From an optimization exercise on the open Yosys and OpenROAD flow, aimed at small area; shortcuts taken in it are not production practice.
The RTL was checked by simulation tests, not by an equivalence proof against the original design.
Power figures rest on the tool's default switching activity, not on a simulated workload.

**design/flow/run.sh**
```bash
#!/bin/bash
# synth_recipe.tcl (not shown) runs the flow's synth.tcl, then flattens the netlist and writes it again
# the make line also repeats each setting of config.mk as NAME=value (left out here)
make -C /OpenROAD-flow-scripts/flow DESIGN_CONFIG=/design/flow/config.mk WORK_HOME=/design/flow/orfs CLKGATE_MAP_FILE= SYNTH_SCRIPT=/design/flow/synth_recipe.tcl finish
```
**design/flow/config.mk**
```make
export PLATFORM = sky130hd
export DESIGN_NAME = finalproject
export DESIGN_NICKNAME = finalproject
export VERILOG_FILES = /design/flow/design.v
export SDC_FILE = /design/flow/constraint.sdc
export NUM_CORES = 4
export LEC_CHECK = 0
export CAP_MARGIN = 20
export CORE_MARGIN = 2
export CORE_UTILIZATION = 40
export PLACE_DENSITY = 0.6
export SLEW_MARGIN = 20
```
**design/flow/constraint.sdc**
```tcl
create_clock -name core_clock -period 10.0 [get_ports {clk}]
set_input_delay 2.0000 -clock core_clock [delete_from_list [all_inputs] [get_ports {clk}]]
set_output_delay 2.0000 -clock core_clock [all_outputs]
set_load 0.01 [all_outputs]
```
**design/flow/design.v**
```verilog
module finalproject(clk,rst,keypad_row,keypad_col,dot_row,dot_col,seven_seg);
	input clk,rst;
	output [3:0] keypad_row;
	input [3:0] keypad_col;
	output reg [7:0] dot_row,dot_col;
	output reg [6:0] seven_seg;
	reg [31:0] cnt_div,cnt_dot;
	reg [7:0] dot_col_buf[0:7];
	reg [3:0] keypad_buf;
	reg [2:0] row_count;
	wire clk_div, clk_dot, clk_spn;  
	clk_divide div(.clk(clk), .rst(rst), .div_clk(clk_div), .frequency(32'd24));
	clk_divide dot(.clk(clk), .rst(rst), .div_clk(clk_dot), .frequency(32'd4));
	clk_divide spn(.clk(clk), .rst(rst), .div_clk(clk_spn), .frequency(32'd2499));
	assign keypad_row = 4'b0000;
	reg [7:0] rnd_seq;
	reg [7:0] rnd_num;
	always @(rnd_seq) begin
		rnd_num = (rnd_seq[6:3] * rnd_seq[4:1]);
		rnd_num[3:0] = {rnd_seq[7], rnd_num[3], rnd_num[5], rnd_seq[0]};
	end
	always @(posedge clk or negedge rst) begin		
	if (~rst)
		rnd_seq <= 8'd1; 
	else if (clk_spn)
		rnd_seq <= {rnd_seq[6:0], rnd_seq[7] ^ rnd_seq[5] ^ rnd_seq[4] ^ rnd_seq[3]};
	end
	integer it;
	always@ (posedge clk or negedge rst)
	begin
		if (~rst)
		begin
			dot_row <= 8'd0;
			dot_col <= 8'd0;
			row_count <= 3'd0;
		end
		else if (clk_dot)
		begin
		    row_count <= row_count + 1;
		    dot_col <= dot_col_buf[row_count];
		    case (row_count)
				3'd0: dot_row <= 8'b01111111;
				3'd1: dot_row <= 8'b10111111;
				3'd2: dot_row <= 8'b11011111;
				3'd3: dot_row <= 8'b11101111;
				3'd4: dot_row <= 8'b11110111;
				3'd5: dot_row <= 8'b11111011;
				3'd6: dot_row <= 8'b11111101;
				3'd7: dot_row <= 8'b11111110;
			endcase
		end
	end
	reg [15:0] signal;
	reg [31:0] count [15:0];
	always@(posedge clk or negedge rst)
	begin
		if (~rst)
		begin
			signal <= 16'd0;
			for(it=0;it<16;it=it+1)
				count[it] <= 32'd0;
			dot_col_buf[0] <= 8'd0;
			dot_col_buf[1] <= 8'd0;
			dot_col_buf[2] <= 8'd0;
			dot_col_buf[3] <= 8'd0;
			dot_col_buf[4] <= 8'd0;
			dot_col_buf[5] <= 8'd0;
			dot_col_buf[6] <= 8'd0;
			dot_col_buf[7] <= 8'd0;
		end
		else if (clk_div)
		begin
			case(rnd_num[5:2])
				4'hf:begin
					signal[0]<=1'b1;
					dot_col_buf[0]<=8'b11000000|dot_col_buf[0];
					dot_col_buf[1]<=8'b11000000|dot_col_buf[1];
				end
				4'he:begin
					signal[1]<=1'b1;
					dot_col_buf[0]<=8'b00110000|dot_col_buf[0];
					dot_col_buf[1]<=8'b00110000|dot_col_buf[1];
				end
				4'hd:begin
					signal[2]<=1'b1;
					dot_col_buf[0]<=8'b00001100|dot_col_buf[0];
					dot_col_buf[1]<=8'b00001100|dot_col_buf[1];
				end
				4'hc:begin
					signal[3]<=1'b1;
					dot_col_buf[0]<=8'b00000011|dot_col_buf[0];
					dot_col_buf[1]<=8'b00000011|dot_col_buf[1];
				end
				4'hb:begin
					signal[4]<=1'b1;
					dot_col_buf[2]<=8'b11000000|dot_col_buf[2];
					dot_col_buf[3]<=8'b11000000|dot_col_buf[3];
				end
				4'h3:begin
					signal[5]<=1'b1;
					dot_col_buf[2]<=8'b00110000|dot_col_buf[2];
					dot_col_buf[3]<=8'b00110000|dot_col_buf[3];
				end
				4'h6:begin
					signal[6]<=1'b1;
					dot_col_buf[2]<=8'b00001100|dot_col_buf[2];
					dot_col_buf[3]<=8'b00001100|dot_col_buf[3];
				end
				4'h9:begin
					signal[7]<=1'b1;
					dot_col_buf[2]<=8'b00000011|dot_col_buf[2];
					dot_col_buf[3]<=8'b00000011|dot_col_buf[3];
				end
				4'ha:begin
					signal[8]<=1'b1;
					dot_col_buf[4]<=8'b11000000|dot_col_buf[4];
					dot_col_buf[5]<=8'b11000000|dot_col_buf[5];
				end
				4'h2:begin
					signal[9]<=1'b1;
					dot_col_buf[4]<=8'b00110000|dot_col_buf[4];
					dot_col_buf[5]<=8'b00110000|dot_col_buf[5];
				end
				4'h5:begin
					signal[10]<=1'b1;
					dot_col_buf[4]<=8'b00001100|dot_col_buf[4];
					dot_col_buf[5]<=8'b00001100|dot_col_buf[5];
				end
				4'h8:begin
					signal[11]<=1'b1;
					dot_col_buf[4]<=8'b00000011|dot_col_buf[4];
					dot_col_buf[5]<=8'b00000011|dot_col_buf[5];
				end
				4'h0:begin
					signal[12]<=1'b1;
					dot_col_buf[6]<=8'b11000000|dot_col_buf[6];
					dot_col_buf[7]<=8'b11000000|dot_col_buf[7];
				end
				4'h1:begin
					signal[13]<=1'b1;
					dot_col_buf[6]<=8'b00110000|dot_col_buf[6];
					dot_col_buf[7]<=8'b00110000|dot_col_buf[7];
				end
				4'h4:begin
					signal[14]<=1'b1;
					dot_col_buf[6]<=8'b00001100|dot_col_buf[6];
					dot_col_buf[7]<=8'b00001100|dot_col_buf[7];
				end
				4'h7:begin
					signal[15]<=1'b1;
					dot_col_buf[6]<=8'b00000011|dot_col_buf[6];
					dot_col_buf[7]<=8'b00000011|dot_col_buf[7];
				end
			endcase
			for(it=0;it<16;it=it+1) begin
				if(signal[it]==1'b1) begin
					if(count[it]==32'd500) begin
						count[it]<=32'd0;
						case(it)
							0:begin
								signal[0]<=1'b0;
								dot_col_buf[0]<=8'b00111111&dot_col_buf[0];
								dot_col_buf[1]<=8'b00111111&dot_col_buf[1];
							end
							1:begin
								signal[1]<=1'b0;
								dot_col_buf[0]<=8'b11001111&dot_col_buf[0];
								dot_col_buf[1]<=8'b11001111&dot_col_buf[1];
							end
							2:begin
								signal[2]<=1'b0;
								dot_col_buf[0]<=8'b11110011&dot_col_buf[0];
								dot_col_buf[1]<=8'b11110011&dot_col_buf[1];
							end
							3:begin
								signal[3]<=1'b0;
								dot_col_buf[0]<=8'b11111100&dot_col_buf[0];
								dot_col_buf[1]<=8'b11111100&dot_col_buf[1];
							end
							4:begin
								signal[4]<=1'b0;
								dot_col_buf[2]<=8'b00111111&dot_col_buf[2];
								dot_col_buf[3]<=8'b00111111&dot_col_buf[3];
							end
							5:begin
								signal[5]<=1'b0;
								dot_col_buf[2]<=8'b11001111&dot_col_buf[2];
								dot_col_buf[3]<=8'b11001111&dot_col_buf[3];
							end
							6:begin
								signal[6]<=1'b0;
								dot_col_buf[2]<=8'b11110011&dot_col_buf[2];
								dot_col_buf[3]<=8'b11110011&dot_col_buf[3];
							end
							7:begin
								signal[7]<=1'b0;
								dot_col_buf[2]<=8'b11111100&dot_col_buf[2];
								dot_col_buf[3]<=8'b11111100&dot_col_buf[3];
							end
							8:begin
								signal[8]<=1'b0;
								dot_col_buf[4]<=8'b00111111&dot_col_buf[4];
								dot_col_buf[5]<=8'b00111111&dot_col_buf[5];
							end
							9:begin
								signal[9]<=1'b0;
								dot_col_buf[4]<=8'b11001111&dot_col_buf[4];
								dot_col_buf[5]<=8'b11001111&dot_col_buf[5];
							end
							10:begin
								signal[10]<=1'b0;
								dot_col_buf[4]<=8'b11110011&dot_col_buf[4];
								dot_col_buf[5]<=8'b11110011&dot_col_buf[5];
							end
							11:begin
								signal[11]<=1'b0;
								dot_col_buf[4]<=8'b11111100&dot_col_buf[4];
								dot_col_buf[5]<=8'b11111100&dot_col_buf[5];
							end
							12:begin
								signal[12]<=1'b0;
								dot_col_buf[6]<=8'b00111111&dot_col_buf[6];
								dot_col_buf[7]<=8'b00111111&dot_col_buf[7];
							end
							13:begin
								signal[13]<=1'b0;
								dot_col_buf[6]<=8'b11001111&dot_col_buf[6];
								dot_col_buf[7]<=8'b11001111&dot_col_buf[7];
							end
							14:begin
								signal[14]<=1'b0;
								dot_col_buf[6]<=8'b11110011&dot_col_buf[6];
								dot_col_buf[7]<=8'b11110011&dot_col_buf[7];
							end
							15:begin
								signal[15]<=1'b0;
								dot_col_buf[6]<=8'b11111100&dot_col_buf[6];
								dot_col_buf[7]<=8'b11111100&dot_col_buf[7];
							end
						endcase
					end	
					else begin
						count[it] <= count[it] + 32'd1;
					end
				end
				else begin end
			end
		end
	end
	always@(*)
	begin
		case(rnd_num[5:2])
		4'h0:seven_seg = 7'b1000000;
		4'h1:seven_seg = 7'b1111001;
		4'h2:seven_seg = 7'b0100100;
		4'h3:seven_seg = 7'b0110000;
		4'h4:seven_seg = 7'b0011001;
		4'h5:seven_seg = 7'b0010010;
		4'h6:seven_seg = 7'b0000010;
		4'h7:seven_seg = 7'b1111000;
		4'h8:seven_seg = 7'b0000000;
		4'h9:seven_seg = 7'b0010000;
		4'ha:seven_seg = 7'b0001000;
		4'hb:seven_seg = 7'b0000011;
		4'hc:seven_seg = 7'b1000110;
		4'hd:seven_seg = 7'b0100001;
		4'he:seven_seg = 7'b0000110;
		4'hf:seven_seg = 7'b0001110;
		endcase
	end
endmodule
module clk_divide(clk, rst, div_clk, frequency);
input clk, rst;
input [31:0] frequency;
output div_clk;
reg div_q;
reg [31:0] count;
assign div_clk = (count==frequency) & ~div_q;
always@(posedge clk)
begin
	if(!rst)
	begin
		count <= 32'd0;
		div_q <= 1'b0;
	end
	else
	begin
		if(count==frequency)
		begin
			count <= 32'd0;
			div_q <= ~div_q;
		end
		else
		begin
			count <= count + 32'd1;
		end
	end
end
endmodule
```
==> run notes <==
==> stage by stage <==
| step | utilization (%) | power [mW] | area (um2) | instances | setup WS, ps |
|---|---|---|---|---|---|
| after floorplan | - | 3.16 | 35100 | 3545 | 4740 |
| after global placement | 42.2 | 3.33 | 36600 | 4656 | 3750 |
| after detailed placement | 42.2 | 3.34 | 36600 | 4656 | 3780 |
| after CTS | 45.5 | 6.54 | 39500 | 4803 | 3080 |
| after global routing | 45.5 | 6.70 | 39500 | 4803 | 2730 |
| final | 45.5 | 6.45 | 39500 | 4803 | 2960 |
==> sequential cells by signal, summed over array words and instances, names as in the netlist <==
name / cells
row_count: 3
dot_col: 8
dot.count: 32
spn.count: 32
div.div_q: 1
div.count: 32
spn.div_q: 1
count: 512
dot.div_q: 1
signal: 16
rnd_seq: 8
dot_col_buf: 64
dot_row: 8
==> report_power, final <==
group	switching (mW)	internal (mW)
clock	1.27	1.91
combinational	0.189	0.104
sequential	0.0425	2.94
total	1.50	4.95
==> routing by layer <==
| metal | vias to the layer above | part of all wire (%) | wire length (um) |
|---|---|---|---|
| met5 | - | 0 | 0 |
| met4 | 0 | 2.1 | 1610 |
| met3 | 109 | 4.7 | 3620 |
| met2 | 462 | 44 | 33800 |
| met1 | 12696 | 49 | 38200 |
| li1 | 12689 | - | - |
==> layout by cell type (no fill, tap or decap), drive strengths merged, types with 84 or more instances in the layout <==
| cell type | instances |
|---|---|
| nand2 | 331 |
| xor2 | 165 |
| and3 | 89 |
| inv | 123 |
| xnor2 | 324 |
| nor2 | 301 |
| dfrtp | 618 |
| dfxtp | 99 |
| nor4 | 135 |
| o21ai | 142 |
| nor3 | 115 |
| nand4 | 198 |
| clkbuf | 102 |
| nand3 | 233 |
| a21oi | 84 |
==> logic make-up (layout without fill, tap and decap cells) <==
| logic type | after synthesis | in the layout | share of synthesized area (%) |
|---|---|---|---|
| compound gates | 378 | 378 | 6.53 |
| flops | 718 | 718 | 49.8 |
| mux | 16 | 16 | 0.539 |
| other cells | 1 | 4 | 0.0107 |
| simple gates | 1667 | 1667 | 26.3 |
| buf+inv | 216 | 319 | 2.46 |
| xor+xnor | 490 | 490 | 12.3 |
| fa+ha+maj | 56 | 56 | 2.06 |
==> how the worst max path moves through the flow <==
stage          startpoint      endpoint  depth (start not counted)
6_report       rnd_seq[3]  seven_seg[0]                         12
5_1_grt        rnd_seq[4]  seven_seg[2]                         11
4_1_cts        rnd_seq[3]  seven_seg[0]                         12
2_1_floorplan  rnd_seq[3]  seven_seg[3]                         11
3_3_place_gp   rnd_seq[3]  seven_seg[2]                         11
3_5_place_dp   rnd_seq[3]  seven_seg[0]                         12
==> cell type report <==
type | count | area share, %
Clock buffer | 102 | 5.53
Clock inverter | 45 | 1.73
Inverter | 118 | 1.12
Multi-Input combinational cell | 2611 | 42.5
Sequential cell | 718 | 44.3
Tap cell | 1155 | 3.66
Timing Repair Buffer | 54 | 1.22
==> results_dict.tcl <==
set metrics [dict create \
    use_met3_pct 2.62 \
    netlist_instances 3542 \
    r2r_end "dot_col_buf[4][0]" \
    via_count 25956 \
    met2_usage_pct 26.1 \
    critical_path_class "flip-flop to output port" \
    final_antenna_net_count 0 \
    path_clk_slew_ps 60 \
    relSlewSlack_pct 26.9 \
    firstDrtPassIters 6 \
    period_share_pct 70.4 \
    leakage_nw 16.6 \
    cts_tree "yes" \
    die_area_um2 90000 \
    max_cap_viol_count 0 \
    post_cts_buffers 0 \
    crit_path_end_kind "output port" \
    path_cells "nand2_1 > fa_1 > inv_1 > ha_1 > ha_1 > a21o_1 > a41o_1 > xnor2_1 > nor2_1 > nor3_1 > a221oi_1 > clkdlybuf4s50_1" \
    core_um2 86800 \
    reg2reg_slack_ps 5820 \
    hp-start "spn.count[0]" \
    synth_top_area_share_pct 44.1 \
    synth-edff-count 0 \
    synth_area_um2 35100 \
    cts_resized 0 \
    fmax_mhz 142 \
    met1_usage_pct 25.8 \
    wl_per_cell_um 16.1 \
    htree_levels 3 \
    seq_area_frac_synth_pct 49.8 \
    synth_most_common_cell "dfrtp_1" \
    setup_tns_ps 0 \
    tightest_slew_ps 1090 \
    hold_depth 1 \
    num_antenna_cells 0 \
    ys_top_cells_by_area "dfrtp_1 44%, xnor2_1 8.1%, dfxtp_1 5.7%, xor2_1 4.1%, nand2_1 3.5%" \
    grt_max_degree 130 \
    critPathMaxFanout 7 \
    synth_warnings 4 \
    fp-row-count 108 \
    clk_path_buf_depth 3 \
    dieWidth_um 300 \
    first_iter_violations 1834 \
    fin_nets 3644 \
    hpwl_um 51800 \
    grt_pass1_wl_um 129000 \
    avgSynthCellArea_um2 9.90 \
    final-max-slew-violation-count 0 \
    routed_wl_um 77300 \
    hold_viol_final 0 \
    antenna_found_initial 0 \
    worstReg2RegStart "rnd_seq[3]" \
    cp_common_cell "ha_1" \
    grt_util_all_layers_pct 17.3 \
    yosysTopAreaCell "dfrtp_1" \
    area_delta_synth_final_pct 12.6 \
    portBuffers 24 \
    hp-class "flip-flop to flip-flop" \
    ys_ff_latch 718 \
    grt-ovfl-total 0 \
    power.density_nw_per_um2 163 \
    cts.sinks 718 \
    hold_end "spn.count[0]" \
    register_area_um2 17500 \
    synth_common_cells "618 x dfrtp_1, 331 x nand2_1, 324 x xnor2_1, 301 x nor2_1, 232 x nand3_1" \
    cp-start-kind "flip-flop" \
    die_h_um 300 \
    reg2regPathDepth 11 \
    crit_arrival_ps 5040 \
    cts_root_buf "clkbuf_16" \
    grt_pass1_vias 24546 \
    synth_async_sr_flop_share_pct 86.2 \
    yosys_most_used_dff "dfrtp_1" \
    synth_cell_types 77 \
    io_pins 33 \
    finalSetupViolations 0 \
    gp_congestion 0.828 \
    status "no timing/DRC/antenna violations" \
    finalCriticalPeriod_ps 7040 \
    clk_latency_ps 650 \
    cts_made_buffers 79 \
    holdBufCountCts 0 \
    vias_per_cell 5.40 \
    holdWs_ps 448 \
    busiest_layer "met2" \
    drive_gt1_share_pct 6.91 \
    fin_worst_skew_ps 34.0 \
    vdd_ir_drop_max_mv 0.171 \
    multiInputGateArea_um2 16800 \
    crit_slowest_cell "clkdlybuf4s50_1" \
    critPathRequiredTime_ps 8000 \
    critPathBufInv 2 \
    crit_family "adder cells" \
    max_stage_delay_ps 670 \
    grt_setup_unrepaired "false" \
    fillers 8283 \
    initial_core_util_pct 40.4 \
    drc_errors 0 \
]

==> what the ideal ports hide <==
In the flow no input, the clock included, has a driving cell. The finished layout below was timed again as built, in two steps. Step 1 (the two cells are an assumption about what drives the block):
set clk [get_ports {clk}]
set_driving_cell -lib_cell sky130_fd_sc_hd__clkbuf_16 $clk
set_driving_cell -lib_cell sky130_fd_sc_hd__buf_2 [delete_from_list [all_inputs] $clk]
Step 2 adds t to the input delays and takes it off the output delays; t is the mean of the earliest and latest rising clock arrival at the registers after step 1. Input paths then give back, and output paths get back, about the clock's delay inside the block. a / b / c = ideal / step 1 / step 2; a / b = the first two.
t (ns): 0.699
setup WS [ns]: 2.957 / 2.893 / 3.592
worst setup path at the end: register to output
clock arrival spread, ns: 0.034 / 0.034
pins driven straight from the clock port: 1
After both steps setup and hold are still met in this run. For this run, drivers alone change the setup slack by -0.064 ns; drivers and shift together by +0.635 ns.
